Source: an optimization exercise on an open RTL-to-GDS flow (aim: small area). Production flows keep margins and buffers that such runs may drop. Function was checked by simulation only, so behaviour that the tests miss may differ from the original. No driver is modelled on the clock port, so clocking that relies on it looks cheaper here than on a real chip. Treat power and IR drop as tool artefacts here; the default activity estimate runs too high for this design.

==> flow/design.v (outline; a module is shown in full before it is edited, if it fits) <==
// module bldc_fa: 4 lines
// module bldc_bone: 3 lines
// module bldc_btwo: 3 lines
// module bldc_bsel: 3 lines
// module bldc_bselp: 3 lines
// module bldc_esc: 1378 lines
module bldc_esc #(parameter DATA_WIDTH = 16, parameter debounce = 3)(
  input clk,
  input reset,
  input pwm_en,
  input encoder_a,
  input encoder_b,
  input [DATA_WIDTH-1:0] pwm_period,
  input [DATA_WIDTH-1:0] period_reference,
  input [DATA_WIDTH-1:0] Kp_ext,
  input [DATA_WIDTH-1:0] Ki_ext,
  input [DATA_WIDTH-1:0] Kd_ext,
  input override_internal_pid,
  output reg motor_positive,
  output reg motor_negative
);
  // ...
==> flow/flow/run.sh <==
#!/bin/bash
# Layout flow: the standard flow (standard.sh, standard synthesis
# unchanged) with two layout changes:
#  - the input and output port buffers use the smallest plain buffer,
#    sky130_fd_sc_hd__buf_1 (every port still gets its own buffer);
#  - clock tree synthesis runs with ORFS's usual arguments plus
#    -dont_use_dummy_load, so it adds no dummy load cells to balance the
#    tree's leaves.
# The make output goes to orfs_make.log; each ORFS step keeps its own log
# under orfs/logs/.
set -euo pipefail
here=$(pwd)
bash standard.sh \
  "BUFFER_PORTS_ARGS=-buffer_cell sky130_fd_sc_hd__buf_1" \
  "CTS_ARGS=-sink_clustering_enable -repair_clock_nets -dont_use_dummy_load" \
  finish > "$here/orfs_make.log" 2>&1
==> flow/standard.sh <==
#!/bin/bash
# synth_recipe.tcl (not shown) runs the flow's synth.tcl, then flattens the netlist and writes it again
# the make line also repeats each setting of config.mk as NAME=value (left out here)
make -C /OpenROAD-flow-scripts/flow DESIGN_CONFIG=/design/flow/config.mk WORK_HOME=/design/flow/orfs CLKGATE_MAP_FILE= SYNTH_SCRIPT=/design/flow/synth_recipe.tcl "${@:-finish}"
==> flow/config.mk <==
export PLATFORM = sky130hd
export DESIGN_NAME = bldc_esc
export DESIGN_NICKNAME = bldc_esc
export VERILOG_FILES = /design/flow/design.v
export SDC_FILE = /design/flow/constraint.sdc
export NUM_CORES = 4
export LEC_CHECK = 0
export CAP_MARGIN = 20
export CORE_MARGIN = 2
export CORE_UTILIZATION = 70
export PLACE_DENSITY = 0.8
export SLEW_MARGIN = 20
export SYNTH_HIERARCHICAL = 1
==> flow/constraint.sdc <==
create_clock -name core_clock -period 8.0 [get_ports {clk}]
set_input_delay 1.6000 -clock core_clock [delete_from_list [all_inputs] [get_ports {clk}]]
set_output_delay 1.6000 -clock core_clock [all_outputs]
set_load 0.01 [all_outputs]
==> run notes, run 1 <==
Worst setup path
STA puts the critical path data required time at 8.31 ns. Broken down by cell family, the worst path's largest delay share belongs to adder cells. Setup slack on the worst reg-to-reg path comes out at 0.21 ns.

Clocking
Clock-pin slew was measured on the worst setup and hold paths at 0.09 ns. For this design, the CTS-stage hold fixing added 0 buffers. The CTS root buffer is clkbuf_16.

The count of cells resized by post-cts repair is 0. The number of clock sinks is 190. TritonCTS created 17 clock buffers.

Run status
The flow ran to the end and the layout has no timing, DRC or antenna violations.

Yosys
After synthesis, the largest family of logic cells by area is adder cells.

Detailed routing
The pre-antenna-repair detailed-routing pass consisted of 6 iterations. The final routed wirelength across all metal layers is 42.0 mm. Dividing the detail-routed wire length by the instance count gives around 24 um. The wire length on met1 is 16.5 mm. The number of DRC markers in iteration 0 is 1319.

Layout
After routing the design area is 0.0173 mm^2. 0 antenna diodes ended up in the layout. The layout buffer count excluding clock buffers is between 100 and 150.

GRT
The first global-routing pass estimated 66.2 mm of wire. The global routing usage on met3 is 0.0597.

Min path
For hold timing, the worst endpoint is encoder_a_shift_reg[1].

Place
Prior to clock tree synthesis, the placed netlist has a worst setup slack of 0.132 ns.
==> run 2: changes to the inputs <==
==> flow/flow/run.sh (replaced) <==
#!/bin/bash
# Layout flow: the standard flow (standard.sh, standard synthesis
# unchanged) with these layout changes:
#  - the input and output port buffers use the smallest plain buffer,
#    sky130_fd_sc_hd__buf_1 (every port still gets its own buffer);
#  - clock tree synthesis adds no dummy loads and builds the tree from
#    clkbuf_8 under a clkbuf_16 root; after it, flow/fixclk.tcl swaps any
#    leaf buffer that drives more than 15 pins for a clkbuf_16 and
#    legalizes the placement again.
# Each tool's output goes to a log of its own in this folder (orfs_cts.log,
# fixclk.log, orfs_finish.log); each ORFS step also keeps its log under
# orfs/logs/.
set -euo pipefail
here=$(pwd)
args=("BUFFER_PORTS_ARGS=-buffer_cell sky130_fd_sc_hd__buf_1"
      "CTS_ARGS=-sink_clustering_enable -repair_clock_nets -dont_use_dummy_load -buf_list sky130_fd_sc_hd__clkbuf_8 -root_buf sky130_fd_sc_hd__clkbuf_16")
bash standard.sh "${args[@]}" cts > "$here/orfs_cts.log" 2>&1
RES="$here/orfs/results/$FLOW_PLATFORM/bldc_esc/base" openroad -no_init -exit "$here/flow/fixclk.tcl" > "$here/fixclk.log" 2>&1
bash standard.sh "${args[@]}" finish > "$here/orfs_finish.log" 2>&1
==> flow/flow/fixclk.tcl (new file) <==
# After clock tree synthesis: a leaf clock buffer (clkbuf_8) that drives
# more than 15 pins is swapped for clkbuf_16, so that the slew at its flip-flop
# clock pins stays low; the placement is then legalized again.
set res $::env(RES)
read_db $res/4_cts.odb
set db [ord::get_db]
set block [[$db getChip] getBlock]
set m16 [$db findMaster sky130_fd_sc_hd__clkbuf_16]
set swapped 0
foreach inst [$block getInsts] {
  if {[[$inst getMaster] getName] ne "sky130_fd_sc_hd__clkbuf_8"} { continue }
  set n 0
  foreach it [$inst getITerms] {
    if {[$it isOutputSignal] && [$it getNet] ne "NULL"} {
      set n [expr {[llength [[$it getNet] getITerms]] - 1}]
    }
  }
  if {$n > 15} {
    puts "fixclk: [$inst getName] drives $n pins: clkbuf_16"
    $inst swapMaster $m16
    incr swapped
  }
}
puts "fixclk: swapped $swapped"
detailed_placement
check_placement -verbose
write_db $res/4_cts.odb
--- a/flow/config.mk
+++ b/flow/config.mk
@@ -8,6 +8,6 @@
 export CAP_MARGIN = 20
 export CORE_MARGIN = 2
 export CORE_UTILIZATION = 70
-export PLACE_DENSITY = 0.8
+export PLACE_DENSITY = 0.7
 export SLEW_MARGIN = 20
 export SYNTH_HIERARCHICAL = 1
==> run notes, run 2 <==
Min path
The path class of the tightest hold or removal check is reg -> reg.

GRT
The first-pass GRT wire length is 65.9 mm (-0.39%). Global routing finished with a remaining overflow of 0. The most used routing layer is met2. The global-route usage over all layers is 0.369. The initial antenna violation count is 0. The number of global-route vias before repair is 11600. The pin count of the biggest net entering global routing is between 100 and 150. The global routing usage on met3 came to 0.0630 (+0.00336). The fraction of met1 tracks used by global routing is 0.517. For met2 alone, demand over resource in global routing was 0.578.

Yosys
Yosys mapped a number of flops with a built-in enable equal to 0. The cell area after synthesis is 0.0159 mm^2. The share of the synthesized area in the top cell type is 0.258. During synthesis, Yosys emitted a total of 7 warnings. By area the synthesized netlist is led by fa_1 26%, dfrtp_1 20%, dfstp_2 10%. The most used flip-flop cell after synthesis is dfrtp_1. The fraction of registers with async set or reset after synthesis is 1.00. The number of distinct library cell variants in the gate-level netlist after synthesis is 53. When the netlist entered floorplanning its net count stood at between 1500 and 2000.

Sorting the synthesized cells by how often they occur yields 205 x fa_1, 189 x o22ai_1, 174 x xor2_1, 140 x xnor2_1, 129 x dfrtp_1. The most instantiated library cell after synthesis is fa_1. After technology mapping, the gate count stands at 1365. The sequential element share of the synthesized area is 0.303. Dividing the synthesized area by the synthesized cell count gives around 12 um^2. Of all cell types, the one taking the most synthesized area is fa_1. The register bit count reported by yosys is 190.

Worst setup path
The standard cell with the maximum stage delay on the critical path is dfstp_2. The required time of the critical path is 8.27 ns (-0.04 ns). The type of the worst setup path is reg -> reg.

The reg-to-reg setup timing slack is 0.16 ns (-0.06 ns). The largest fanout on the critical path is 3. The data arrival at the endpoint of the critical path is 8.12 ns. On the critical path the largest part of the delay comes from adder cells. The most used cell along the critical path is fa_1. Counting both buffers and inverters, the worst setup path holds a total of 0. The kind of capture point of the worst setup path is a register. On the worst path, the slowest cell contributes a delay of slightly below 0.6 ns.

The critical path goes through xor2_2 > nand2_4 > o22ai_2 > xor2_1 > fa_1 > fa_1 > fa_1 > fa_2 > fa_1 > fa_2 > fa_2 > fa_1 > fa_1 > fa_1 > fa_1 > fa_1 > fa_1 > fa_1 > fa_1 > ha_1 > xor2_1. The sort of element at the start of the critical path is a register.

Place
The number of port buffers is 87. At the end of routability-driven placement, the weighted congestion stood at 0.976. The worst slack after detailed placement is 0.0950 ns (-0.0372 ns). The post-DP HPWL is ~33 mm.

Clocking
The hold buffer count at CTS is 0 (unchanged). The number of clock sinks is 190 (unchanged). TritonCTS built the clock tree.

The CTS root buffer is clkbuf_16. The maximum clock insertion buffer count is 2. The clock slew at the register clock pins of the worst setup and hold paths was 0.10 ns (about the same). Clock latency on the worst-skew pair, taken at its later pin, is about 0.4 ns. The number of levels in the clock H-tree is 4. The number of buffers inserted during clock tree synthesis is 17 (unchanged).

Layout
The post-route core utilization is 0.766. Leaving out fill and tap cells, the most frequent cell in the layout is fa_1. Of the cells placed in the final design, the portion with a size suffix greater than 1 is 0.139.

In the layout the commonest cells are 201 x fa_1, 185 x o22ai_1, 171 x xor2_1, 138 x xnor2_1, 129 x dfrtp_1. The number of inserted diodes is 0 (unchanged). In the final design database the tool counted 1822 nets. The layout-stage area growth over the synthesis result is 8.17%.

Detailed routing
The number of detailed-routing iterations run before antenna repair is 6 (unchanged). The via count of the routed design is 11300. The count of unresolved DRC violations after routing is 0. The number of DRC markers in iteration 0 was 1271 (-3.6%). The via density per instance is 6.38.

The count of nets left with antenna violations once routing finished came out at 0. The final routed wirelength across all metal layers is 42.1 mm (+0.17%). The average wire per standard cell is 23.8 um (-0.22%).

Die
The number of standard-cell rows in the floorplan is 55. Measured along the x axis, the die boundary spans 155 um. The initial core utilization is 0.708.

The total area inside the core boundary comes to 0.0225 mm^2. In this run the vertical extent of the chip is 155 um. In this run the count of I/O pins placed on the die edge is 88. The die covers between 0.02 and 0.025 mm^2.

Timing
Timing would allow up to around 130 MHz. Setup total negative slack on the finished layout was measured at 0 ns. The final period utilization is 0.980. The setup clock skew after layout is about 0.046 ns. The worst path needs roughly 8 ns of the cycle, external delays included. The worst setup margin is 0.158 ns. Setup violations remaining at the end of the flow were counted as 0.

The total count of hold-check failures in the final report was 0. The transition time of the tightest slew-check pin is a little over 0.9 ns. The final-report max-slew violation count is 0. The relative max-transition margin is 0.386.

Job
The max capacitance violation total is 0.

Run status
The flow ran to the end and the layout has no timing, DRC or antenna violations.
run 2: cell counts after synthesis:
No cell type changed its count.
run 2: area by class of cell:
type | count | area (um^2)
Tap cell | 285 | 357
Clock buffer | 17 | 290
Sequential cell | 190 | 4830
Inverter | 91 | 353
Fill cell | 1586 | 5280
Multi-Input combinational cell | 1041 | 10600
Timing Repair Buffer | 143 | 752
run 2: Yosys stat by module, one instance, submodules excluded:
module	cells inside	copies in the design	flops+latches
bldc_bone	1	19	0
bldc_bsel	1	188	0
bldc_btwo	2	22	0
bldc_esc	909	1	190
bldc_fa	1	205	0
run 2: final timing paths:
kind                                             start  cells after the start                      to
worst max-delay path                             Kp[0]                     21            pid_msb_late
worst min-delay path            encoder_b_shift_reg[0]                      0  encoder_b_shift_reg[1]
worst max register to register                   Kp[0]                     21            pid_msb_late
worst min register to register  encoder_b_shift_reg[0]                      0  encoder_b_shift_reg[1]
max in group asynchronous                        reset                      3       previous_error[1]
min in group asynchronous                        reset                      2          motor_positive
run 2: per-stage QoR:
step / std cells / instance area (um^2) / hold WS [ns]
final: 1767 / 17200 / 0.386
after global routing: 1767 / 17200 / 0.398
after CTS: 1765 / 17100 / 0.399
after detailed placement: 1748 / 16800 / 0.366
after global placement: 1748 / 16800 / 0.359
after floorplan: 1365 / 15900 / 0.354
run 2: logic make-up after synthesis:
family | Yosys count | share of synthesized area
AO/OA/AOI/OAI | 259 | 0.107
AND/OR/NAND/NOR | 156 | 0.0479
adder cells (fa/ha/maj) | 261 | 0.300
XOR/XNOR | 314 | 0.173
flip-flops | 190 | 0.303
multiplexers | 51 | 0.0349
buffers and inverters | 134 | 0.0335
run 2: timing repair:
| item | 4_1_cts | 5_1_grt |
|---|---|---|
| gates resized for setup | 0 | 16 |
| setup endpoints to repair | 0 | 2 |
| endpoints found under the hold margin | 0 | 0 |
| buffers inserted | 0 | 2 |
run 2: metal layers:
layer  part of all wire  up-vias
met1               0.40     5675
met3              0.086      121
li1                   -     4868
met4              0.050        0
met2               0.46      611
met5                  0        -
run 2: worst reg2reg max path, delay by kind of cell (launching register included):
| family | cells | cell delay (ns) |
|---|---|---|
| AOI/OAI and AO/OA | 1 | 0.12 |
| xor gates and xnor gates | 3 | 0.62 |
| and+or+nand+nor | 1 | 0.09 |
| DFF | 1 | 0.59 |
| adders and majority gates | 16 | 6.30 |
==> run 3: changes to the inputs <==
--- a/flow/config.mk
+++ b/flow/config.mk
@@ -8,6 +8,6 @@
 export CAP_MARGIN = 20
 export CORE_MARGIN = 2
 export CORE_UTILIZATION = 70
-export PLACE_DENSITY = 0.7
+export PLACE_DENSITY = 0.9
 export SLEW_MARGIN = 20
 export SYNTH_HIERARCHICAL = 1
==> run notes, run 3 <==

Yosys
In the post-synthesis netlist, the cell with the most instances is fa_1. The post-synthesis instance total is 1365 (unchanged). The number of enable flip-flop cells after synthesis came to 0 (unchanged). The number of nets produced by synthesis is 1703 (unchanged). Ranked by total cell area, the synthesized netlist is headed by fa_1 26%, dfrtp_1 20%, dfstp_2 10%.

The cell type with the largest total area after synthesis is fa_1. The register bit count reported by yosys was 190 (unchanged). By count the netlist is led by 205 x fa_1, 189 x o22ai_1, 174 x xor2_1, 140 x xnor2_1, 129 x dfrtp_1. The fraction of registers with async set or reset after synthesis is 1.00 (unchanged). The average cell area after synthesis came to 11.7 um^2 (unchanged). The most used flip-flop cell after synthesis is dfrtp_1. The share of the synthesized area in the top cell type was 0.258 (unchanged).

The synthesis warning total came to 7 (unchanged). The cell area after synthesis was 0.0159 mm^2 (unchanged). The number of distinct library cell variants in the gate-level netlist after synthesis is 53 (unchanged). The sequential element share of the synthesized area is 0.303 (unchanged).

Clocking
The number of levels in the clock H-tree is 4 (unchanged). The TritonCTS clock tree is done. The CTS root buffer is clkbuf_16. The number of clock sinks came to 190 (unchanged).

The hold buffer count at CTS is 0 (unchanged). The number of buffers inserted during clock tree synthesis is 17 (unchanged). The clock slew at the register clock pins of the worst setup and hold paths is 0.08 ns (-0.02 ns). The maximum clock insertion buffer count is 2 (unchanged). The later-pin clock latency in the skew report came to 0.41 ns (about the same).

Worst setup path
The standard cell with the maximum stage delay on the critical path is dfstp_2. Walking the worst path, the cells encountered are xor2_1 > nand2_2 > buf_6 > o22ai_2 > xor2_1 > fa_1 > fa_1 > fa_1 > fa_1 > fa_1 > fa_2 > fa_1 > fa_1 > fa_1 > fa_1 > fa_1 > fa_1 > fa_1 > fa_1 > ha_1 > xor2_1. The worst setup path is captured at a register.

The reg-to-reg setup timing slack came to 0.16 ns (about the same). The number of cell instances on the worst register-to-register path is 21 (unchanged). In this run the worst setup path begins at Kp[0].

The type of the worst setup path is reg -> reg. The required time of the critical path is 8.28 ns (about the same). The end point of the critical path is pid_msb_late. The largest fanout on the critical path came to 13 (+10). By instance count, the cell type seen most on the critical path is fa_1. In this run the critical register-to-register path is launched from Kp[0]. STA classifies the critical path startpoint as a register. The data arrival at the endpoint of the critical path was 8.12 ns (about the same). The largest stage delay on the critical path was 0.58 ns (about the same). The endpoint identified for the worst register-to-register timing path is pid_msb_late.

Timing
The relative max-transition margin was 0.442 (+0.0566). The final period utilization was 0.980 (about the same). The highest clock frequency the design can meet is 128 MHz (about the same). The summed negative setup slack over all endpoints is 0 ns (unchanged).

The final-report max-slew violation count is 0 (unchanged). The total setup violations reported at the end of the flow is 0 (unchanged). The worst hold margin came to 0.382 ns (-0.00467 ns). The final critical delay including setup and external delays came to 7.84 ns (-0.00352 ns). The total count of hold-check failures in the final report is 0 (unchanged).

The setup clock skew after layout is 0.0229 ns (-0.0229 ns). The transition time of the tightest slew-check pin is 0.837 ns (-0.0848 ns).

Detailed routing
The via density per instance is 6.42 (+0.55%). The average wire per standard cell was 24.0 um (+0.63%). The count of unresolved DRC violations after routing is 0 (unchanged). The via count of the routed design is 11300 (+0.55%). The remaining number of nets flagged by the antenna check after routing is 0 (unchanged).

The number of DRC markers in iteration 0 is 1276 (+0.39%). The final routed wirelength across all metal layers is 42.3 mm (+0.63%). The number of detailed-routing iterations run before antenna repair is 7 (+1).

Layout
The number of inserted diodes came to 0 (unchanged). The ratio of cells with drive above 1 in the final layout was 0.140 (+0.00135). Leaving out fill and tap cells, the most frequent cells in the layout are 200 x fa_1, 185 x o22ai_1, 173 x xor2_1, 138 x xnor2_1, 128 x dfrtp_1. The net count of the finished layout is 1822 (unchanged).

The design area is 0.0172 mm^2 (about the same). The layout-stage area growth over the synthesis result is 8.15% (about the same). The non-filler instance count after layout is 1767 (unchanged). The most frequent standard cell in the layout excluding fill and tap cells is fa_1.

GRT
The pin count of the biggest net entering global routing is 124 (+8.8%). The initial antenna violation count is 0 (unchanged). The first-pass GRT wire length is 65.0 mm (-1.4%). The global-route usage over all layers is 0.366 (-0.00239).

The number of global-route vias before repair is 11500 (-0.53%). The global route total overflow came to 0 (unchanged).

Min path
The kind of path behind the tightest hold check is reg -> reg.

Die
The area of the die came to 0.0240 mm^2 (unchanged). The area of the core was 0.0225 mm^2 (unchanged). The initial core utilization is 0.708 (unchanged).

The number of standard-cell rows in the floorplan is 55 (unchanged). The die width came to 155 um (unchanged). The vertical die dimension is 155 um (unchanged). The top-level port count was 88 (unchanged).

Place
The instance area at placement is 0.0169 mm^2 (about the same). The count of placed standard cells including taps is 1749 (+0.057%). The routability congestion estimate came to 1.04 (+6.5%).

The number of port buffers was 87 (unchanged). The post-DP HPWL is 33.0 mm (about the same).

Run status
The run finished with no timing, DRC or antenna violations.

Job
The max capacitance violation total is 0 (unchanged).
[run 3: cell type report]
class,count,area (um^2)
multi-input cells,1041,10600
repair buffers,143,756
inverters,91,353
well taps,285,357
flip-flops and latches,190,4830
clock buffers,17,290
fillers,1423,5280
[run 3: worst min-delay path by stage]
stage	startpoint	end	slack [ns]	cells past startpoint
final	encoder_a_shift_reg[0]	encoder_a_shift_reg[1]	0.38	0
after global placement	encoder_b_shift_reg[0]	encoder_b_shift_reg[1]	0.36	0
after floorplan	encoder_a_shift_reg[0]	encoder_a_shift_reg[1]	0.35	0
after CTS	encoder_b_shift_reg[0]	encoder_b_shift_reg[1]	0.39	0
after global routing	encoder_a_shift_reg[0]	encoder_a_shift_reg[1]	0.40	0
after detailed placement	encoder_b_shift_reg[0]	encoder_b_shift_reg[1]	0.36	0
[run 3: routing by layer]
metal | part of all wire | vias up | GRT usage
li1 | - | 4883 | -
met4 | 0.058 | 0 | 0.179
met5 | 0 | - | 0
met2 | 0.48 | 657 | 0.591
met3 | 0.084 | 136 | 0.0656
met1 | 0.38 | 5661 | 0.487
[run 3: worst max-delay path: cells and delay by family (launching register included)]
kind / cells / cell delay (ns)
xor gates and xnor gates: 3 / 0.60
adders and majority gates: 15 / 6.11
buffers and inverters: 1 / 0.17
and+or+nand+nor: 1 / 0.13
DFF: 1 / 0.58
AOI/OAI and AO/OA: 1 / 0.14
[run 3: what timing repair did]
item                       4_1_cts  5_1_grt
setup buffers                    0        1
gates resized for setup          0       17
setup endpoints to repair        0        2
[run 3: cells by family (layout without fill, tap and decap cells)]
family	count (synthesis)	after routing	synth area share
AND/OR/NAND/NOR	156	156	0.0479
AO/OA/AOI/OAI	259	259	0.107
flip-flops	190	190	0.303
XOR/XNOR	314	314	0.173
adder cells (fa/ha/maj)	261	261	0.300
buffers and inverters	134	251	0.0335
multiplexers	51	51	0.0349
[run 3: per-module statistics from Yosys, one instance, submodules excluded]
module / copies in the design / cells / area [um^2]
bldc_bone: 19 / 1 / 8.76
bldc_bsel: 188 / 1 / 6.26
bldc_fa: 205 / 1 / 20.0
bldc_esc: 1 / 909 / 10200
bldc_btwo: 22 / 2 / 12.5
[run 3: per-stage QoR]
step | worst slack [ns] | util
3_3_place_gp | 0.186 | 0.749
2_1_floorplan | 0.00884 | -
6_report | 0.161 | 0.765
4_1_cts | 0.00604 | 0.760
3_5_place_dp | 0.0665 | 0.749
5_1_grt | -0.0951 | 0.765
==> run 4: changes to the inputs <==
--- a/flow/config.mk
+++ b/flow/config.mk
@@ -8,6 +8,7 @@
 export CAP_MARGIN = 20
 export CORE_MARGIN = 2
 export CORE_UTILIZATION = 70
-export PLACE_DENSITY = 0.9
+export GPL_TIMING_DRIVEN = 0
+export PLACE_DENSITY = 0.8
 export SLEW_MARGIN = 20
 export SYNTH_HIERARCHICAL = 1
==> run notes, run 4 <==
Die
The number of standard-cell rows in the floorplan came to 55 (unchanged). The vertical die dimension is 155 um (unchanged). The die width came to 155 um (unchanged). The area of the die was 0.0240 mm^2 (unchanged). The initial core utilization is 0.708 (unchanged). The top-level port count came to 88 (unchanged).

The area of the core is 0.0225 mm^2 (unchanged).

Timing
The final period utilization is 0.974 (-0.00570). The total setup violations reported at the end of the flow is 0 (unchanged). The setup clock skew after layout is 0.0276 ns (+0.00472 ns). The final-report max-slew violation count is 0 (unchanged). The highest clock frequency the design can meet was 128 MHz (+0.58%). The transition time of the tightest slew-check pin came to 0.862 ns (+0.0256 ns). The relative max-transition margin is 0.421 (-0.0212). The worst setup margin is 0.207 ns (+0.0456 ns).

The final critical delay including setup and external delays is 7.79 ns (-0.0456 ns). The total count of hold-check failures in the final report is 0 (unchanged). Setup repair after global routing left no endpoint under its margin.

Layout
The ratio of cells with drive above 1 in the final layout is 0.142 (+0.00135). The design area is 0.0173 mm^2 (+0.56%). The net count of the finished layout is 1822 (unchanged). The most frequent standard cell in the layout excluding fill and tap cells is fa_1. The number of inserted diodes is 0 (unchanged). The library cells used most frequently in the layout, excluding fill and tap cells, are 195 x fa_1, 187 x o22ai_1, 171 x xor2_1, 132 x xnor2_1, 126 x dfrtp_1.

The non-filler instance count after layout was 1767 (unchanged). The number of filler instances in the final layout is 1495 (+5.1%). The layout-stage area growth over the synthesis result is 8.76%. The post-route core utilization is 0.770 (+0.00428).

Worst setup path
The largest fanout on the critical path is 10 (-3). The standard cell with the maximum stage delay on the critical path is dfrtp_2. The largest stage delay on the critical path was 0.50 ns (-0.08 ns). The required time of the critical path is 8.27 ns (about the same). By instance count, the cell type seen most on the critical path is fa_1. The kind of capture point of the worst setup path is a register. The signal on the critical path passes through clkbuf_2 > clkbuf_4 > xor2_1 > fa_1 > fa_2 > fa_1 > fa_1 > fa_1 > fa_2 > fa_1 > fa_2 > fa_1 > fa_2 > fa_1 > fa_2 > fa_2 > fa_1 > fa_1 > ha_1 > xor2_1.

The type of the worst setup path is reg -> reg. The data arrival at the endpoint of the critical path is 8.07 ns (-0.05 ns). The sort of element at the start of the critical path is a register.

Place
The post-DP HPWL is 31.7 mm (-3.9%). The routability congestion estimate is 1.02 (-2.0%). The instance area at placement is 0.0167 mm^2 (-1.1%). The worst slack after detailed placement is -0.664 ns (-0.730 ns).

The count of placed standard cells including taps is 1737 (-0.69%). The number of port buffers is 86 (-1.1%).

Yosys
The share of the synthesized area in the top cell type is 0.258 (unchanged). The cell type with the largest total area after synthesis is fa_1. The synthesized-area fraction occupied by and/or/nand/nor cells is 0.0479 (unchanged). The combinational family with the most area after synthesis is adder cells. The fraction of registers with async set or reset after synthesis is 1.00 (unchanged).

The register bit count reported by yosys is 190 (unchanged). The parity-gate share of the synthesized area counting xor and xnor cells is 0.173 (unchanged). The average cell area after synthesis came to 11.7 um^2 (unchanged). The multiplexer share of the synthesized area is 0.0349 (unchanged). The fraction of the mapped netlist area in compound gates is 0.107 (unchanged). The number of distinct library cell variants in the gate-level netlist after synthesis was 53 (unchanged). The sequential element share of the synthesized area is 0.303 (unchanged).

The number of enable flip-flop cells after synthesis was 0 (unchanged). The most instantiated library cell after synthesis is fa_1. For this run, the leading register cell type out of synthesis is dfrtp_1.

Counting instances in the post-synthesis netlist gives the leading cell types as 205 x fa_1, 189 x o22ai_1, 174 x xor2_1, 140 x xnor2_1, 129 x dfrtp_1. The cell area after synthesis is 0.0159 mm^2 (unchanged). The area share of fa/ha/maj cells after synthesis is 0.300 (unchanged). The synthesis warning total came to 7 (unchanged).

The number of nets produced by synthesis is 1703 (unchanged). Ranked by total cell area, the synthesized netlist is headed by fa_1 26%, dfrtp_1 20%, dfstp_2 10%. The post-synthesis instance total is 1365 (unchanged).

Clocking
The number of buffers inserted during clock tree synthesis was 17 (unchanged). The number of levels in the clock H-tree is 4 (unchanged). The number of clock sinks is 190 (unchanged). The CTS root buffer is clkbuf_16.

TritonCTS built the clock tree. The later-pin clock latency in the skew report is 0.41 ns (about the same). The maximum clock insertion buffer count was 2 (unchanged).

The clock slew at the register clock pins of the worst setup and hold paths was 0.09 ns (about the same). The hold buffer count at CTS was 0 (unchanged).

GRT
The number of global-route vias before repair came to 11600 (+0.39%). The global route total overflow is 0 (unchanged). The initial antenna violation count is 0 (unchanged). The first-pass GRT wire length is 64.2 mm (-1.2%). The global-route usage over all layers is 0.357 (-0.00931). The pin count of the biggest net entering global routing came to 111 (-10%).

Detailed routing
The remaining number of nets flagged by the antenna check after routing is 0 (unchanged). The via density per instance is 6.43 (+0.16%). The number of detailed-routing iterations run before antenna repair came to 6 (-1).

The via count of the routed design is 11400 (+0.16%). The final routed wirelength across all metal layers is 40.9 mm (-3.4%). The count of unresolved DRC violations after routing came to 0 (unchanged). The number of DRC markers in iteration 0 is 1209 (-5.3%). The average wire per standard cell came to 23.1 um (-3.4%).

Run status
The flow ran to the end and the layout has no timing, DRC or antenna violations.

Job
The max capacitance violation total is 0 (unchanged).

Min path
The min-delay analysis places its worst path in the category reg -> reg.
==> run 4: cell types whose count changed in the layout (fill, tap and decap cells not counted), moves of 4 or more <==
cell,previous run,this run
nand2_1,52,48
xnor2_1,138,132
fa_2,5,10
buf_2,0,12
xnor2_4,0,5
clkbuf_1,0,13
buf_4,54,20
fa_1,200,195
==> run 4: worst paths after layout <==
kind,slack [ns],startpoint,cells after the start,to
worst max register to register,0.21,Kp[3],20,pid_msb_late
max in group asynchronous,5.76,reset,3,Kp[3]
worst min-delay path,0.39,encoder_a_shift_reg[0],0,encoder_a_shift_reg[1]
min in group asynchronous,1.30,reset,2,pwm_counter[10]
worst max-delay path,0.21,Kp[3],20,pid_msb_late
worst min register to register,0.39,encoder_a_shift_reg[0],0,encoder_a_shift_reg[1]
==> run 4: cells by family after synthesis <==
group / after synthesis
XOR/XNOR: 314
adder cells (fa/ha/maj): 261
AO/OA/AOI/OAI: 259
flip-flops: 190
AND/OR/NAND/NOR: 156
buffers and inverters: 134
multiplexers: 51
==> run 4: modules after synthesis, one instance, submodules excluded <==
module     flip-flops and latches  cells  area [um^2]
bldc_bone                       0      1         8.76
bldc_bsel                       0      1         6.26
bldc_btwo                       0      2         12.5
bldc_esc                      190    909        10200
bldc_fa                         0      1         20.0
==> run 4: worst max-delay path: cells and delay by family, from the launching register on <==
family | cells | cell delay [ns]
buffers and inverters | 2 | 0.58
DFF | 1 | 0.50
adders and majority gates | 16 | 6.14
xor gates and xnor gates | 2 | 0.45
==> run 4: final cells by class <==
cell class              count  area (um^2)  area share
well taps                 285          357      0.0206
plain buffers              37          210      0.0121
repair buffers            106          493      0.0285
inverters                  91          357      0.0206
clock buffers              17          279      0.0161
flip-flops and latches    190         4840       0.279
multi-input cells        1041        10800       0.623
==> run 4: layer usage <==
| layer | GRT usage | vias to the layer above | wire [um] |
|---|---|---|---|
| li1 | - | 4866 | - |
| met1 | 0.486 | 5675 | 16100 |
| met5 | 0 | - | 0 |
| met3 | 0.0762 | 145 | 3750 |
| met2 | 0.564 | 669 | 19100 |
| met4 | 0.153 | 0 | 2050 |
==> run 4: timing repair <==
| item | CTS | global route |
|---|---|---|
| setup endpoints to repair | 3 | 2 |
| resized for setup | 39 | 18 |
| buffers inserted | 10 | 9 |
| cloned | 0 | 0 |
| hold endpoints to repair | 0 | 0 |
| pin swaps | 3 | 2 |
==> run 4: stage by stage <==
stage	hold slack, ns	setup TNS, ns
floorplan	0.354	0
global placement	0.359	-62.98
detailed placement	0.381	-1.54
CTS	0.412	0
global route	0.412	0
finish	0.394	0
==> run 5: changes to the inputs <==
--- a/flow/flow/run.sh
+++ b/flow/flow/run.sh
@@ -13,6 +13,7 @@
 set -euo pipefail
 here=$(pwd)
 args=("BUFFER_PORTS_ARGS=-buffer_cell sky130_fd_sc_hd__buf_1"
+      "GPL_KEEP_OVERFLOW=0"
       "CTS_ARGS=-sink_clustering_enable -repair_clock_nets -dont_use_dummy_load -buf_list sky130_fd_sc_hd__clkbuf_8 -root_buf sky130_fd_sc_hd__clkbuf_16")
 bash standard.sh "${args[@]}" cts > "$here/orfs_cts.log" 2>&1
 RES="$here/orfs/results/$FLOW_PLATFORM/bldc_esc/base" openroad -no_init -exit "$here/flow/fixclk.tcl" > "$here/fixclk.log" 2>&1
--- a/flow/config.mk
+++ b/flow/config.mk
@@ -8,7 +8,6 @@
 export CAP_MARGIN = 20
 export CORE_MARGIN = 2
 export CORE_UTILIZATION = 70
-export GPL_TIMING_DRIVEN = 0
 export PLACE_DENSITY = 0.8
 export SLEW_MARGIN = 20
 export SYNTH_HIERARCHICAL = 1
==> run notes, run 5 <==
Worst setup path
The data arrival at the endpoint of the critical path is 8.08 ns (about the same). The largest fanout on the critical path is 5 (-5). The capturing point of the worst reg2reg path is pid_msb_late.

The cell that appears most often on the critical path is fa_1. The type of the worst setup path is reg -> reg. The worst reg2reg path startpoint is Kp[0]. The reg-to-reg setup timing slack is 0.19 ns (about the same).

The sort of element at the start of the critical path is a register. The largest stage delay on the critical path is 0.61 ns (+0.11 ns). For this design, the slowest cell found on the critical path is dfstp_2.

In this design, the largest share of critical-path delay is due to adder cells. The number of cell instances on the worst register-to-register path came to 21 (+5.0%). The required time of the critical path was 8.28 ns (about the same).

The signal on the critical path passes through clkinvlp_4 > nand2_8 > o22ai_2 > xor2_2 > fa_1 > fa_1 > fa_1 > fa_2 > fa_1 > fa_1 > fa_1 > fa_2 > fa_2 > fa_1 > fa_2 > fa_1 > fa_1 > fa_1 > fa_1 > ha_1 > xor2_1. The kind of capture point of the worst setup path is a register. The number of buffers and inverters on the critical path is 1 (-1).

Min path
The worst hold path begins at encoder_a_shift_reg[0]. The number of stages on the worst hold path was 0 (unchanged). The path class of the tightest hold or removal check is reg -> reg. The end of the worst hold path is encoder_a_shift_reg[1].

Timing
The worst setup margin is 0.194 ns (-0.0125 ns). The final period utilization is 0.976 (+0.00157). The highest clock frequency the design can meet was 128 MHz (-0.16%). The relative max-transition margin is 0.421 (about the same). The final critical delay including setup and external delays is 7.81 ns (+0.0125 ns).

The worst hold margin is 0.382 ns (-0.0120 ns). The total count of hold-check failures in the final report is 0 (unchanged). The total setup violations reported at the end of the flow is 0 (unchanged). The final-report max-slew violation count is 0 (unchanged).

The setup clock skew after layout came to 0.0532 ns (+0.0256 ns). The transition time of the tightest slew-check pin was 0.863 ns (+0.000806 ns).

Die
The number of standard-cell rows in the floorplan is 55 (unchanged). The initial core utilization is 0.708 (unchanged). The area of the core is 0.0225 mm^2 (unchanged). The area of the die is 0.0240 mm^2 (unchanged).

The vertical die dimension was 155 um (unchanged). The top-level port count is 88 (unchanged). The die width is 155 um (unchanged).

Yosys
After synthesis, the most frequently instantiated cells are 205 x fa_1, 189 x o22ai_1, 174 x xor2_1, 140 x xnor2_1, 129 x dfrtp_1. The share of the synthesized area in the top cell type is 0.258 (unchanged). Among all flip-flop cells after synthesis, the most frequent one is dfrtp_1. The most instantiated library cell after synthesis is fa_1. The synthesized design spends more area on one cell type than any other, namely fa_1. The number of enable flip-flop cells after synthesis is 0 (unchanged). The number of nets produced by synthesis came to 1703 (unchanged). The number of distinct library cell variants in the gate-level netlist after synthesis is 53 (unchanged). The register bit count reported by yosys is 190 (unchanged). The synthesis warning total is 7 (unchanged). The average cell area after synthesis is 11.7 um^2 (unchanged).

The cell area after synthesis was 0.0159 mm^2 (unchanged). The post-synthesis instance total is 1365 (unchanged). The sequential element share of the synthesized area is 0.303 (unchanged). In the post-synthesis netlist, the biggest area contributors are fa_1 26%, dfrtp_1 20%, dfstp_2 10%. The fraction of registers with async set or reset after synthesis is 1.00 (unchanged).

Detailed routing
The final routed wirelength across all metal layers is 42.2 mm (+3.2%). The average wire per standard cell came to 24.1 um (+4.2%). The number of DRC markers in iteration 0 is 1306 (+8.0%). The number of detailed-routing iterations run before antenna repair is 7 (+1). The remaining number of nets flagged by the antenna check after routing is 0 (unchanged). The count of unresolved DRC violations after routing is 0 (unchanged). The via density per instance came to 6.44 (+0.19%). The via count of the routed design is 11300 (-0.77%).

Place
The routability congestion estimate is 0.990 (-2.9%). The number of port buffers was 87 (+1.2%). The count of placed standard cells including taps came to 1696 (-2.4%). The worst slack after detailed placement came to -0.824 ns (-0.161 ns).

The post-DP HPWL is 32.1 mm (+1.2%).

Clocking
The number of levels in the clock H-tree came to 4 (unchanged). The hold buffer count at CTS is 0 (unchanged). CTS placed an instance of clkbuf_16 at the clock tree root. The number of buffers inserted during clock tree synthesis is 17 (unchanged).

The number of clock sinks is 190 (unchanged). TritonCTS built the clock tree. The clock slew at the register clock pins of the worst setup and hold paths is 0.10 ns (about the same). The later-pin clock latency in the skew report is 0.42 ns (about the same). The maximum clock insertion buffer count is 2 (unchanged).

GRT
The fraction of met1 tracks used by global routing is 0.507 (+0.0214). The met2 track utilization from global routing came to 0.575 (+0.0104). The global routing usage on met3 was 0.0743 (-0.00196).

The global-route usage over all layers is 0.367 (+0.0105). The number of global-route vias before repair was 11400 (-1.1%). The global route total overflow is 0 (unchanged). The pin count of the biggest net entering global routing is 107 (-3.6%). The first-pass GRT wire length was 65.3 mm (+1.7%). The most used routing layer is met2. The initial antenna violation count was 0 (unchanged).

Layout
In the layout the commonest cells are 200 x fa_1, 185 x o22ai_1, 170 x xor2_1, 132 x xnor2_1, 123 x dfrtp_1. The ratio of cells with drive above 1 in the final layout is 0.145 (+0.00301). The post-route core utilization was 0.771 (+0.00100). The number of inserted diodes was 0 (unchanged).

The non-filler instance count after layout was 1750 (-0.96%). The number of filler instances in the final layout is 1498 (+0.20%). The most frequent standard cell in the layout excluding fill and tap cells is fa_1. The net count of the finished layout is 1805 (-0.93%). The layout-stage area growth over the synthesis result is 8.90%.

Run status
The flow ran to the end and the layout has no timing, DRC or antenna violations.

Job
The max capacitance violation total came to 0 (unchanged).
-- run 5: metal layers --
layer	wire, um	vias up	part of all wire
met5	0	-	0
met4	2110	0	0.050
met3	3630	105	0.086
met2	19800	601	0.47
met1	16700	5716	0.40
li1	-	4845	-
-- run 5: worst max-delay path by stage --
stage / from / cells after the start / to
floorplan: integral_n[1] / 21 / pid_msb_late
global placement: Kp[3] / 19 / pid_msb_late
detailed placement: Kp[3] / 19 / pid_msb_late
CTS: Kd[1] / 20 / pid_msb_late
global route: Kp[0] / 21 / pid_msb_late
finish: Kp[0] / 21 / pid_msb_late
-- run 5: cell families after synthesis --
kind of cell | synth area share
and+or+nand+nor | 0.0479
AOI/OAI and AO/OA | 0.107
DFF | 0.303
muxes | 0.0349
xor gates and xnor gates | 0.173
adders and majority gates | 0.300
buffers and inverters | 0.0335
-- run 5: through the flow --
stage / instance area (um^2) / TNS, ns
detailed placement: 16500 / -1.99
CTS: 17100 / 0
global placement: 16400 / -76.80
finish: 17300 / 0
floorplan: 15900 / 0
global route: 17300 / -0.00240
-- run 5: repair_timing --
item | 4_1_cts | 5_1_grt
endpoints found under the setup margin | 3 | 2
pin swaps | 4 | 11
resized for setup | 36 | 20
setup buffers | 19 | 18
-- run 5: Yosys stat by module (local to each module, per instance) --
module	cell area (um^2)	flops+latches	cells	copies in the design
bldc_bone	8.76	0	1	19
bldc_bsel	6.26	0	1	188
bldc_esc	10200	190	909	1
bldc_fa	20.0	0	1	205
bldc_btwo	12.5	0	2	22
-- run 5: layout make-up --
cell class,count,area (um^2),area share
Clock buffer,17,290,0.0167
Tap cell,285,357,0.0206
Sequential cell,190,4860,0.280
Multi-Input combinational cell,1041,10800,0.624
Timing Repair Buffer,126,657,0.0379
Inverter,91,357,0.0206
==> run 6: changes to the inputs <==
--- a/flow/flow/run.sh
+++ b/flow/flow/run.sh
@@ -13,7 +13,6 @@
 set -euo pipefail
 here=$(pwd)
 args=("BUFFER_PORTS_ARGS=-buffer_cell sky130_fd_sc_hd__buf_1"
-      "GPL_KEEP_OVERFLOW=0"
       "CTS_ARGS=-sink_clustering_enable -repair_clock_nets -dont_use_dummy_load -buf_list sky130_fd_sc_hd__clkbuf_8 -root_buf sky130_fd_sc_hd__clkbuf_16")
 bash standard.sh "${args[@]}" cts > "$here/orfs_cts.log" 2>&1
 RES="$here/orfs/results/$FLOW_PLATFORM/bldc_esc/base" openroad -no_init -exit "$here/flow/fixclk.tcl" > "$here/fixclk.log" 2>&1
==> run notes, run 6 <==
Worst setup path
The required time of the critical path is 8.27 ns (about the same). The standard cell with the maximum stage delay on the critical path is fa_1. The kind of capture point of the worst setup path is a register. The critical path is of the reg -> reg type. The largest stage delay on the critical path is 0.59 ns (-0.02 ns). Traced cell by cell, the critical path runs through xor2_1 > nand2_1 > buf_4 > o22ai_1 > xor2_1 > fa_1 > fa_1 > fa_1 > fa_1 > fa_2 > fa_2 > fa_1 > fa_1 > fa_2 > fa_1 > fa_1 > fa_1 > fa_1 > fa_1 > ha_1 > xor2_1. Counting stages on the worst path, the most repeated cell is fa_1. The number of buffers and inverters on the critical path is 1 (unchanged).

The data arrival at the endpoint of the critical path is 8.02 ns (-0.06 ns). The sort of element at the start of the critical path is a register. The kind of cell with the highest combined delay along the critical path is adder cells.

The largest fanout on the critical path is 13 (+8).

Die
The top-level port count is 88 (unchanged). The area of the die is 0.0240 mm^2 (unchanged). The die width is 155 um (unchanged). The number of standard-cell rows in the floorplan is 55 (unchanged). The area of the core is 0.0225 mm^2 (unchanged). The initial core utilization is 0.708 (unchanged). The vertical die dimension is 155 um (unchanged).

Timing
The relative max-transition margin is 0.435 (+0.0143). The worst setup margin is 0.242 ns (+0.0479 ns). The highest clock frequency the design can meet is 129 MHz (+0.62%). The summed negative setup slack over all endpoints is 0 ns (unchanged). The total setup violations reported at the end of the flow is 0 (unchanged). The total count of hold-check failures in the final report is 0 (unchanged). The setup clock skew after layout came to 0.0453 ns (-0.00789 ns).

The final period utilization is 0.970 (-0.00598). The final critical delay including setup and external delays is 7.76 ns (-0.0479 ns). The transition time of the tightest slew-check pin is 0.847 ns (-0.0157 ns). The final-report max-slew violation count was 0 (unchanged). Setup repair after global routing left no endpoint under its margin.

Yosys
Among all flip-flop cells after synthesis, the most frequent one is dfrtp_1. The post-synthesis instance total is 1365 (unchanged). The number of enable flip-flop cells after synthesis is 0 (unchanged). The most instantiated library cell after synthesis is fa_1. The average cell area after synthesis is 11.7 um^2 (unchanged). The share of the synthesized area in the top cell type is 0.258 (unchanged).

The fraction of registers with async set or reset after synthesis is 1.00 (unchanged). The number of nets produced by synthesis is 1703 (unchanged). The cell type with the largest total area after synthesis is fa_1. The synthesis warning total came to 7 (unchanged). Yosys attributes the largest share of cell area to fa_1 26%, dfrtp_1 20%, dfstp_2 10%. The cell area after synthesis was 0.0159 mm^2 (unchanged). The register bit count reported by yosys is 190 (unchanged). The sequential element share of the synthesized area is 0.303 (unchanged). The number of distinct library cell variants in the gate-level netlist after synthesis is 53 (unchanged). Ranked by instance count, the synthesized netlist is headed by 205 x fa_1, 189 x o22ai_1, 174 x xor2_1, 140 x xnor2_1, 129 x dfrtp_1.

Run status
The flow ran to the end and the layout has no timing, DRC or antenna violations.

Layout
The ratio of cells with drive above 1 in the final layout is 0.133 (-0.0120). The net count of the finished layout was 1817 (+0.66%). The number of inserted diodes was 0 (unchanged). The design area is 0.0171 mm^2 (-1.2%). Leaving out fill and tap cells, the most frequent cell in the layout is fa_1. Relative to the synthesized area, the layout overhead comes to 7.64%.

The library cells used most frequently in the layout, excluding fill and tap cells, are 201 x fa_1, 187 x o22ai_1, 174 x xor2_1, 138 x xnor2_1, 128 x dfrtp_1.

Detailed routing
The via count of the routed design is 11300 (-0.089%). The remaining number of nets flagged by the antenna check after routing came to 0 (unchanged). The average wire per standard cell came to 23.7 um (-1.9%). The count of unresolved DRC violations after routing came to 0 (unchanged). The final routed wirelength across all metal layers was 41.7 mm (-1.2%). The number of DRC markers in iteration 0 is 1239 (-5.1%).

The via density per instance is 6.39 (-0.77%). The number of detailed-routing iterations run before antenna repair is 8 (+1).

GRT
The initial antenna violation count came to 0 (unchanged). The number of global-route vias before repair is 11700 (+2.1%). The first-pass GRT wire length came to 65.8 mm (+0.75%).

The global route total overflow is 0 (unchanged). The global-route usage over all layers is 0.368 (about the same). The pin count of the biggest net entering global routing came to 125 (+17%).

Place
The number of port buffers was 87 (unchanged). The routability congestion estimate is 0.996 (+0.65%). The worst slack after detailed placement is 0.132 ns (+0.957 ns). The instance area at placement is 0.0168 mm^2 (+2.0%).

The post-DP HPWL is 32.8 mm (+2.2%).

Clocking
The maximum clock insertion buffer count is 2 (unchanged). CTS placed an instance of clkbuf_16 at the clock tree root. The number of clock sinks is 190 (unchanged). The TritonCTS clock tree is done.

The clock slew at the register clock pins of the worst setup and hold paths is 0.09 ns (about the same). The hold buffer count at CTS is 0 (unchanged). The number of levels in the clock H-tree is 4 (unchanged).

The number of buffers inserted during clock tree synthesis came to 17 (unchanged). The later-pin clock latency in the skew report is 0.41 ns (about the same).

Job
The max capacitance violation total was 0 (unchanged).

Min path
The worst hold path belongs to the class reg -> reg.
[run 6: cell types whose count changed in the layout (fill, tap and decap cells not counted), sizes merged]
cell      before  now
inv           89   91
clkinvlp       2    0
buf          126  137
clkbuf        17   18
[run 6: cell type report]
class | instances | area, um^2
flip-flops and latches | 190 | 4830
inverters | 91 | 349
well taps | 285 | 357
fillers | 1552 | 5360
multi-input cells | 1041 | 10600
repair buffers | 138 | 723
clock buffers | 17 | 279
[run 6: metrics by stage]
stage,cells,util,hold WS (ns)
3_3_place_gp,1743,0.748,0.359
4_1_cts,1760,0.758,0.395
2_1_floorplan,1365,-,0.354
6_report,1762,0.762,0.383
3_5_place_dp,1743,0.748,0.365
5_1_grt,1762,0.762,0.399
[run 6: worst paths after layout]
check / end / depth (start not counted) / start / slack [ns]
setup / recovery: pid_msb_late / 21 / Kp[0] / 0.24
hold / removal: encoder_a_shift_reg[1] / 0 / encoder_a_shift_reg[0] / 0.38
setup reg to reg: pid_msb_late / 21 / Kp[0] / 0.24
hold reg to reg: encoder_a_shift_reg[1] / 0 / encoder_a_shift_reg[0] / 0.38
max in group asynchronous: Kp[1] / 3 / reset / 5.24
min in group asynchronous: pwm_counter[12] / 2 / reset / 1.41
[run 6: cell families (layout without fill, tap and decap cells)]
logic type,count (synthesis),after routing,synth area share
compound gates,259,259,0.107
xor+xnor,314,314,0.173
flops,190,190,0.303
mux,51,51,0.0349
fa+ha+maj,261,261,0.300
simple gates,156,156,0.0479
buf+inv,134,246,0.0335
[run 6: per-module statistics from Yosys, one instance, submodules excluded]
module	cells	copies in the design	cell area, um^2
bldc_esc	909	1	10200
bldc_btwo	2	22	12.5
bldc_bone	1	19	8.76
bldc_fa	1	205	20.0
bldc_bsel	1	188	6.26
[run 6: metal layers]
layer / wire [um] / GRT usage
met3: 3370 / 0.0580
met4: 2220 / 0.179
met2: 19600 / 0.583
met5: 0 / 0
met1: 16500 / 0.504
[run 6: timing repair]
action / 4_1_cts / 5_1_grt
resized for setup: 0 / 7
endpoints found under the hold margin: 0 / 0
endpoints found under the setup margin: 0 / 2
setup buffers: 0 / 2
==> run 7: changes to the inputs <==
--- a/flow/config.mk
+++ b/flow/config.mk
@@ -7,7 +7,7 @@
 export LEC_CHECK = 0
 export CAP_MARGIN = 20
 export CORE_MARGIN = 2
-export CORE_UTILIZATION = 70
+export CORE_UTILIZATION = 60
 export PLACE_DENSITY = 0.8
 export SLEW_MARGIN = 20
 export SYNTH_HIERARCHICAL = 1
==> run notes, run 7 <==
Run status
The flow ran to the end and the layout has no timing, DRC or antenna violations.

Yosys
The number of enable flip-flop cells after synthesis is 0 (unchanged). The register bit count reported by yosys is 190 (unchanged). The fraction of the mapped netlist area in compound gates is 0.107 (unchanged). The synthesis warning total is 7 (unchanged). The sequential element share of the synthesized area is 0.303 (unchanged). The multiplexer share of the synthesized area is 0.0349 (unchanged). The share of the synthesized area in the top cell type is 0.258 (unchanged). The post-synthesis instance total came to 1365 (unchanged).

The fraction of registers with async set or reset after synthesis is 1.00 (unchanged). The average cell area after synthesis is 11.7 um^2 (unchanged). The cell type with the largest total area after synthesis is fa_1. In the synthesized netlist, the cells that appear most often are 205 x fa_1, 189 x o22ai_1, 174 x xor2_1, 140 x xnor2_1, 129 x dfrtp_1. The number of nets produced by synthesis came to 1703 (unchanged). The parity-gate share of the synthesized area counting xor and xnor cells is 0.173 (unchanged). Sorting the synthesized cells by area gives the leading types as fa_1 26%, dfrtp_1 20%, dfstp_2 10%. The most used flip-flop cell after synthesis is dfrtp_1. The synthesized-area fraction occupied by and/or/nand/nor cells is 0.0479 (unchanged). The most instantiated library cell after synthesis is fa_1. The number of distinct library cell variants in the gate-level netlist after synthesis was 53 (unchanged). After synthesis, the largest family of logic cells by area is adder cells. The area share of fa/ha/maj cells after synthesis is 0.300 (unchanged). The cell area after synthesis is 0.0159 mm^2 (unchanged).

Clocking
The number of clock sinks is 190 (unchanged). The later-pin clock latency in the skew report is 0.41 ns (about the same). The number of buffers inserted during clock tree synthesis is 17 (unchanged). TritonCTS built the clock tree. The hold buffer count at CTS was 0 (unchanged). The clock slew at the register clock pins of the worst setup and hold paths came to 0.09 ns (about the same). CTS placed an instance of clkbuf_16 at the clock tree root.

The maximum clock insertion buffer count was 2 (unchanged). The number of levels in the clock H-tree is 4 (unchanged).

GRT
The number of global-route vias before repair is 11600 (-1.2%). The pin count of the biggest net entering global routing is 120 (-4.0%). The global route total overflow is 0 (unchanged).

The initial antenna violation count is 0 (unchanged). The global-route usage over all layers is 0.305 (-0.0626). The first-pass GRT wire length is 64.7 mm (-1.7%).

Place
The post-DP HPWL is 32.4 mm (-1.2%). The count of placed standard cells including taps is 1796 (+3.0%). The number of port buffers was 87 (unchanged). The worst slack after detailed placement is 0.0379 ns (-0.0944 ns). The instance area at placement came to 0.0169 mm^2 (+0.43%). The routability congestion estimate is 1.05 (+5.2%).

Worst setup path
STA classifies the critical path startpoint as a register. The setup path with the least slack is of type reg -> reg. The largest fanout on the critical path is 3 (-10). The kind of capture point of the worst setup path is a register. The required time of the critical path is 8.28 ns (about the same). The data arrival at the endpoint of the critical path is 8.07 ns (+0.05 ns).

Layout
The layout-stage area growth over the synthesis result is 8.15%. The most frequent standard cell in the layout excluding fill and tap cells is fa_1. The number of inserted diodes is 0 (unchanged). The top cell types in the final layout, fill and taps aside, are 201 x fa_1, 186 x o22ai_1, 172 x xor2_1, 138 x xnor2_1, 129 x dfrtp_1.

The net count of the finished layout is 1818 (+0.055%). The non-filler instance count after layout was 1813 (+2.9%). The ratio of cells with drive above 1 in the final layout was 0.136 (+0.00329). The design area is 0.0172 mm^2 (+0.48%). The post-route core utilization was 0.661 (-0.101).

Timing
The worst hold margin is 0.358 ns (-0.0253 ns). The worst setup margin is 0.212 ns (-0.0303 ns). The setup clock skew after layout is 0.0299 ns (-0.0154 ns). The final period utilization is 0.974 (+0.00378). The highest clock frequency the design can meet came to 128 MHz (-0.39%). The final-report max-slew violation count is 0 (unchanged). The relative max-transition margin was 0.399 (-0.0365).

The total count of hold-check failures in the final report is 0 (unchanged). The transition time of the tightest slew-check pin is 0.902 ns (+0.0547 ns). The final critical delay including setup and external delays came to 7.79 ns (+0.0303 ns). The total setup violations reported at the end of the flow was 0 (unchanged).

Die
The top-level port count is 88 (unchanged). The vertical die dimension is 167 um (+7.8%). The die width is 167 um (+7.8%). The initial core utilization came to 0.611 (-0.0966). The number of standard-cell rows in the floorplan is 59 (+7.3%).

The area of the die is 0.0279 mm^2 (+16%). The area of the core was 0.0261 mm^2 (+16%).

Min path
The tightest min-delay check is of the reg -> reg type.

Detailed routing
The final routed wirelength across all metal layers is 41.3 mm (-1.0%). The number of detailed-routing iterations run before antenna repair is 6 (-2). The remaining number of nets flagged by the antenna check after routing came to 0 (unchanged). The via density per instance is 6.23 (-2.4%).

The average wire per standard cell is 22.8 um (-3.8%). The via count of the routed design came to 11300 (+0.41%). The count of unresolved DRC violations after routing is 0 (unchanged). The number of DRC markers in iteration 0 is 1219 (-1.6%).

Job
The max capacitance violation total is 0 (unchanged).

Pwr
run 7: cell types whose count changed in the layout (fill, tap and decap cells not counted), sizes merged:
cell	before	now
buf	137	138
run 7: worst max-delay path: stages, from the launching register on:
cell,delay (ns)
dfstp_2,0.56
xor2_1,0.14
nand2_1,0.15
o22ai_2,0.17
xor2_2,0.21
fa_1,0.47
fa_1,0.41
fa_1,0.44
fa_2,0.41
fa_1,0.40
fa_2,0.36
fa_1,0.41
fa_1,0.40
fa_2,0.36
fa_2,0.35
fa_1,0.39
fa_1,0.41
fa_1,0.39
fa_1,0.40
fa_1,0.45
ha_1,0.22
xor2_1,0.16
run 7: per-module statistics from Yosys (local to each module, per instance):
module	area [um^2]	flops+latches	cells inside	times used
bldc_esc	10200	190	909	1
bldc_btwo	12.5	0	2	22
bldc_fa	20.0	0	1	205
bldc_bsel	6.26	0	1	188
bldc_bone	8.76	0	1	19
run 7: kinds of logic (layout without fill, tap and decap cells):
logic type               after synthesis  in the layout
buffers and inverters                134            247
flip-flops                           190            190
AO/OA/AOI/OAI                        259            259
AND/OR/NAND/NOR                      156            156
adder cells (fa/ha/maj)              261            261
multiplexers                          51             51
XOR/XNOR                             314            314
run 7: through the flow:
step	setup TNS, ns
floorplan	0
global placement	0
detailed placement	0
finish	0
global route	-0.0380
CTS	0
run 7: layer usage:
metal,routed length [um],track usage,share of wire
met1,16100,0.404,0.39
met2,19000,0.481,0.46
met3,3260,0.0461,0.079
met4,2950,0.180,0.071
met5,0,0,0
run 7: path summary, 6_finish.rpt:
path	from	endpoint	slack (ns)	cells after the start
max in group asynchronous	reset	pid_output[0]	5.25	3
worst max register to register	Kp[0]	pid_msb_late	0.21	21
worst min-delay path	encoder_b_shift_reg[0]	encoder_b_shift_reg[1]	0.36	0
worst max-delay path	Kp[0]	pid_msb_late	0.21	21
min in group asynchronous	reset	motor_positive	1.34	2
worst min register to register	encoder_b_shift_reg[0]	encoder_b_shift_reg[1]	0.36	0
run 7: layout make-up:
type                       count  area (um^2)
clock buffer                  17          279
fill                        1975         8830
inverter                      91          349
timing repair buffer         139          718
sequential                   190         4830
multi-input combinational   1041        10600
tap                          335          419
run 7: what timing repair did:
item | 4_1_cts | 5_1_grt
setup buffers | 0 | 0
setup endpoints to repair | 0 | 2
gates resized for setup | 0 | 11
==> run 8: changes to the inputs <==
--- a/flow/config.mk
+++ b/flow/config.mk
@@ -7,7 +7,7 @@
 export LEC_CHECK = 0
 export CAP_MARGIN = 20
 export CORE_MARGIN = 2
-export CORE_UTILIZATION = 60
+export CORE_UTILIZATION = 75
 export PLACE_DENSITY = 0.8
 export SLEW_MARGIN = 20
 export SYNTH_HIERARCHICAL = 1
==> run notes, run 8 <==
Run status
The flow ran to the end and the layout has no timing, DRC or antenna violations.

Yosys
The most used flip-flop cell after synthesis is dfrtp_1. The cell area after synthesis is 0.0159 mm^2 (unchanged). The post-synthesis instance total is 1365 (unchanged).

The average cell area after synthesis was 11.7 um^2 (unchanged). By count the netlist is led by 205 x fa_1, 189 x o22ai_1, 174 x xor2_1, 140 x xnor2_1, 129 x dfrtp_1. fa_1 is the most common cell in the netlist.

The synthesis warning total came to 7 (unchanged). The cell type with the largest total area after synthesis is fa_1. The fraction of registers with async set or reset after synthesis is 1.00 (unchanged). The share of the synthesized area in the top cell type is 0.258 (unchanged). The number of nets produced by synthesis is 1703 (unchanged). The number of enable flip-flop cells after synthesis was 0 (unchanged).

The sequential element share of the synthesized area is 0.303 (unchanged). The number of distinct library cell variants in the gate-level netlist after synthesis is 53 (unchanged). The register bit count reported by yosys is 190 (unchanged). Ranked by total cell area, the synthesized netlist is headed by fa_1 26%, dfrtp_1 20%, dfstp_2 10%.

Timing
The total setup violations reported at the end of the flow is 0 (unchanged). The setup clock skew after layout was 0.0432 ns (+0.0133 ns). The worst hold margin is 0.391 ns (+0.0331 ns). Setup repair after global routing left no endpoint under its margin.

The summed negative setup slack over all endpoints is 0 ns (unchanged). The final-report max-slew violation count is 0 (unchanged). The relative max-transition margin came to 0.411 (+0.0120). The final period utilization is 0.972 (-0.00112).

The transition time of the tightest slew-check pin is 0.884 ns (-0.0180 ns). The worst setup margin is 0.221 ns (+0.00893 ns). The highest clock frequency the design can meet is 129 MHz (+0.11%). The final critical delay including setup and external delays came to 7.78 ns (-0.00893 ns). The total count of hold-check failures in the final report was 0 (unchanged).

Detailed routing
The via count of the routed design is 11500 (+1.3%). The via density per instance came to 6.53 (+4.7%). The count of unresolved DRC violations after routing is 0 (unchanged).

The remaining number of nets flagged by the antenna check after routing is 0 (unchanged). The number of DRC markers in iteration 0 was 1353 (+11%). The final routed wirelength across all metal layers came to 42.9 mm (+4.1%). The number of detailed-routing iterations run before antenna repair came to 5 (-1). The average wire per standard cell is 24.5 um (+7.5%).

Worst setup path
The standard cell with the maximum stage delay on the critical path is fa_1. The largest fanout on the critical path is 13 (+10). The data arrival at the endpoint of the critical path is 8.05 ns (-0.02 ns). Among the stages of the critical path, the cell type that occurs most often is fa_1. The required time of the critical path is 8.27 ns (about the same). The type of the worst setup path is reg -> reg.

STA classifies the critical path endpoint as a register. The largest stage delay on the critical path is 0.58 ns (+0.02 ns). The critical path goes through xor2_1 > nand2_2 > buf_4 > o22ai_1 > xor2_1 > fa_1 > fa_1 > fa_1 > fa_1 > fa_1 > fa_2 > fa_1 > fa_2 > fa_1 > fa_2 > fa_2 > fa_1 > fa_1 > fa_1 > ha_1 > xor2_1.

The worst setup path is launched from a register.

Die
The area of the core is 0.0210 mm^2 (-20%). The top-level port count was 88 (unchanged). The initial core utilization is 0.760 (+0.149). The area of the die came to 0.0224 mm^2 (-20%). The die width is 150 um (-10%). The vertical die dimension is 150 um (-10%).

The number of standard-cell rows in the floorplan is 53 (-10%).

Clocking
The number of levels in the clock H-tree is 4 (unchanged). The total setup buffers inserted after CTS is 0 (unchanged). The number of buffers inserted during clock tree synthesis is 17 (unchanged). The hold buffer count at CTS is 0 (unchanged). The later-pin clock latency in the skew report came to 0.42 ns (about the same). The number of clock sinks was 190 (unchanged). The clock slew at the register clock pins of the worst setup and hold paths came to 0.10 ns (about the same).

The maximum clock insertion buffer count is 2 (unchanged). In this run the clock root is driven by a clkbuf_16. The TritonCTS clock tree is done.

Layout
The number of filler instances in the final layout is 1224 (-38%). The most frequent standard cell in the layout excluding fill and tap cells is fa_1. Compared with the post-synthesis result, the final layout area differs by 7.71%. The design area was 0.0172 mm^2 (-0.41%). The net count of the finished layout is 1820 (+0.11%).

Leaving out fill and tap cells, the most frequent cells in the layout are 199 x fa_1, 187 x o22ai_1, 174 x xor2_1, 138 x xnor2_1, 129 x dfrtp_1. The non-filler instance count after layout is 1755 (-3.2%). The ratio of cells with drive above 1 in the final layout is 0.135 (-0.000859). The post-route core utilization is 0.819 (+0.158). The number of inserted diodes came to 0 (unchanged).

Place
The count of placed standard cells including taps came to 1738 (-3.2%). The instance area at placement is 0.0168 mm^2 (-0.36%). The number of port buffers came to 87 (unchanged).

The worst slack after detailed placement is 0.0332 ns (-0.00471 ns). The routability congestion estimate is 0.992 (-5.3%). The post-DP HPWL is 33.7 mm (+3.8%).

GRT
The pin count of the biggest net entering global routing is 121 (+0.83%). The global-route usage over all layers is 0.406 (+0.101). The initial antenna violation count is 0 (unchanged).

The first-pass GRT wire length is 67.4 mm (+4.2%). The global route total overflow was 0 (unchanged). The number of global-route vias before repair is 11800 (+1.8%).

Job
The max capacitance violation total came to 0 (unchanged).

Min path
The tightest min-delay check is of the reg -> reg type.
[run 8: changes by cell type in the layout (fill, tap and decap cells not counted), sizes merged]
cell  previous run  this run
buf            138       140
[run 8: final timing paths]
kind / cells past startpoint / slack (ns) / from / end
worst max register to register: 21 / 0.22 / Kp[0] / pid_msb_late
worst min-delay path: 0 / 0.39 / encoder_a_shift_reg[0] / encoder_a_shift_reg[1]
worst max-delay path: 21 / 0.22 / Kp[0] / pid_msb_late
max in group asynchronous: 3 / 5.18 / reset / Kd[1]
min in group asynchronous: 2 / 1.35 / reset / motor_positive
worst min register to register: 0 / 0.39 / encoder_a_shift_reg[0] / encoder_a_shift_reg[1]
[run 8: final cells by class]
cell class,instances,area (um^2),share of cell area
repair buffers,141,733,0.0427
multi-input cells,1041,10600,0.619
well taps,275,344,0.0201
flip-flops and latches,190,4830,0.282
inverters,91,349,0.0204
clock buffers,17,279,0.0163
[run 8: logic make-up after synthesis]
logic type                 count (synthesis)  share of synthesized area
buffers and inverters                    134                     0.0335
muxes                                     51                     0.0349
xor gates and xnor gates                 314                      0.173
adders and majority gates                261                      0.300
and+or+nand+nor                          156                     0.0479
AOI/OAI and AO/OA                        259                      0.107
DFF                                      190                      0.303
[run 8: modules after synthesis (local to each module, per instance)]
module / area (um^2) / times used / flops+latches / cells inside
bldc_bone: 8.76 / 19 / 0 / 1
bldc_bsel: 6.26 / 188 / 0 / 1
bldc_btwo: 12.5 / 22 / 0 / 2
bldc_esc: 10200 / 1 / 190 / 909
bldc_fa: 20.0 / 205 / 0 / 1
[run 8: metal layers]
metal | track usage | wire length, um
met2 | 0.636 | 20100
met1 | 0.558 | 16800
met5 | 0 | 0
met3 | 0.0951 | 4210
met4 | 0.164 | 1910
[run 8: worst max-delay path, delay by kind of cell (launching register included)]
kind / cells / cell delay, ns
DFF: 1 / 0.56
buffers and inverters: 1 / 0.20
and+or+nand+nor: 1 / 0.10
adders and majority gates: 15 / 6.08
xor gates and xnor gates: 3 / 0.54
AOI/OAI and AO/OA: 1 / 0.15
[run 8: timing repair]
item / CTS / global route
gates resized for setup: 1 / 9
pin swaps: 2 / 4
gates cloned: 0 / 0
setup endpoints to repair: 1 / 2

## what the ideal ports hide
The flow's constraints put no driver on any port. The routed layouts listed below were extracted and timed again, unchanged, in two steps.
Step 1 (the two cells are an assumption about what drives the block):
set clk [get_ports {clk}]
set_driving_cell -lib_cell sky130_fd_sc_hd__clkbuf_16 $clk
set_driving_cell -lib_cell sky130_fd_sc_hd__buf_2 [delete_from_list [all_inputs] $clk]
Step 2 adds t to the input delays and takes it off the output delays; t is the mean of the earliest and latest rising clock arrival at the registers after step 1. Input paths then give back, and output paths get back, about the clock's delay inside the block.
Three values: ideal ports, drivers, drivers and shift; two values: the first two.
run | shift t [ns] | setup slack, ns | worst register clock-pin slew, ns | worst data-port slew with drivers (ns)
run 1 | 0.482 | 0.213 / 0.213 / 0.213 | 0.09 / 0.09 | 0.04
run 2 | 0.439 | 0.158 / 0.158 / 0.158 | 0.11 / 0.11 | 0.04
run 3 | 0.448 | 0.161 / 0.161 / 0.161 | 0.09 / 0.09 | 0.05
run 4 | 0.439 | 0.207 / 0.207 / 0.207 | 0.09 / 0.09 | 0.03
run 5 | 0.441 | 0.194 / 0.194 / 0.194 | 0.11 / 0.11 | 0.04
run 6 | 0.441 | 0.242 / 0.242 / 0.242 | 0.11 / 0.11 | 0.04
run 7 | 0.445 | 0.212 / 0.212 / 0.212 | 0.10 / 0.10 | 0.04
run 8 | 0.445 | 0.221 / 0.221 / 0.221 | 0.11 / 0.11 | 0.04
After both steps every run listed still meets setup and hold.
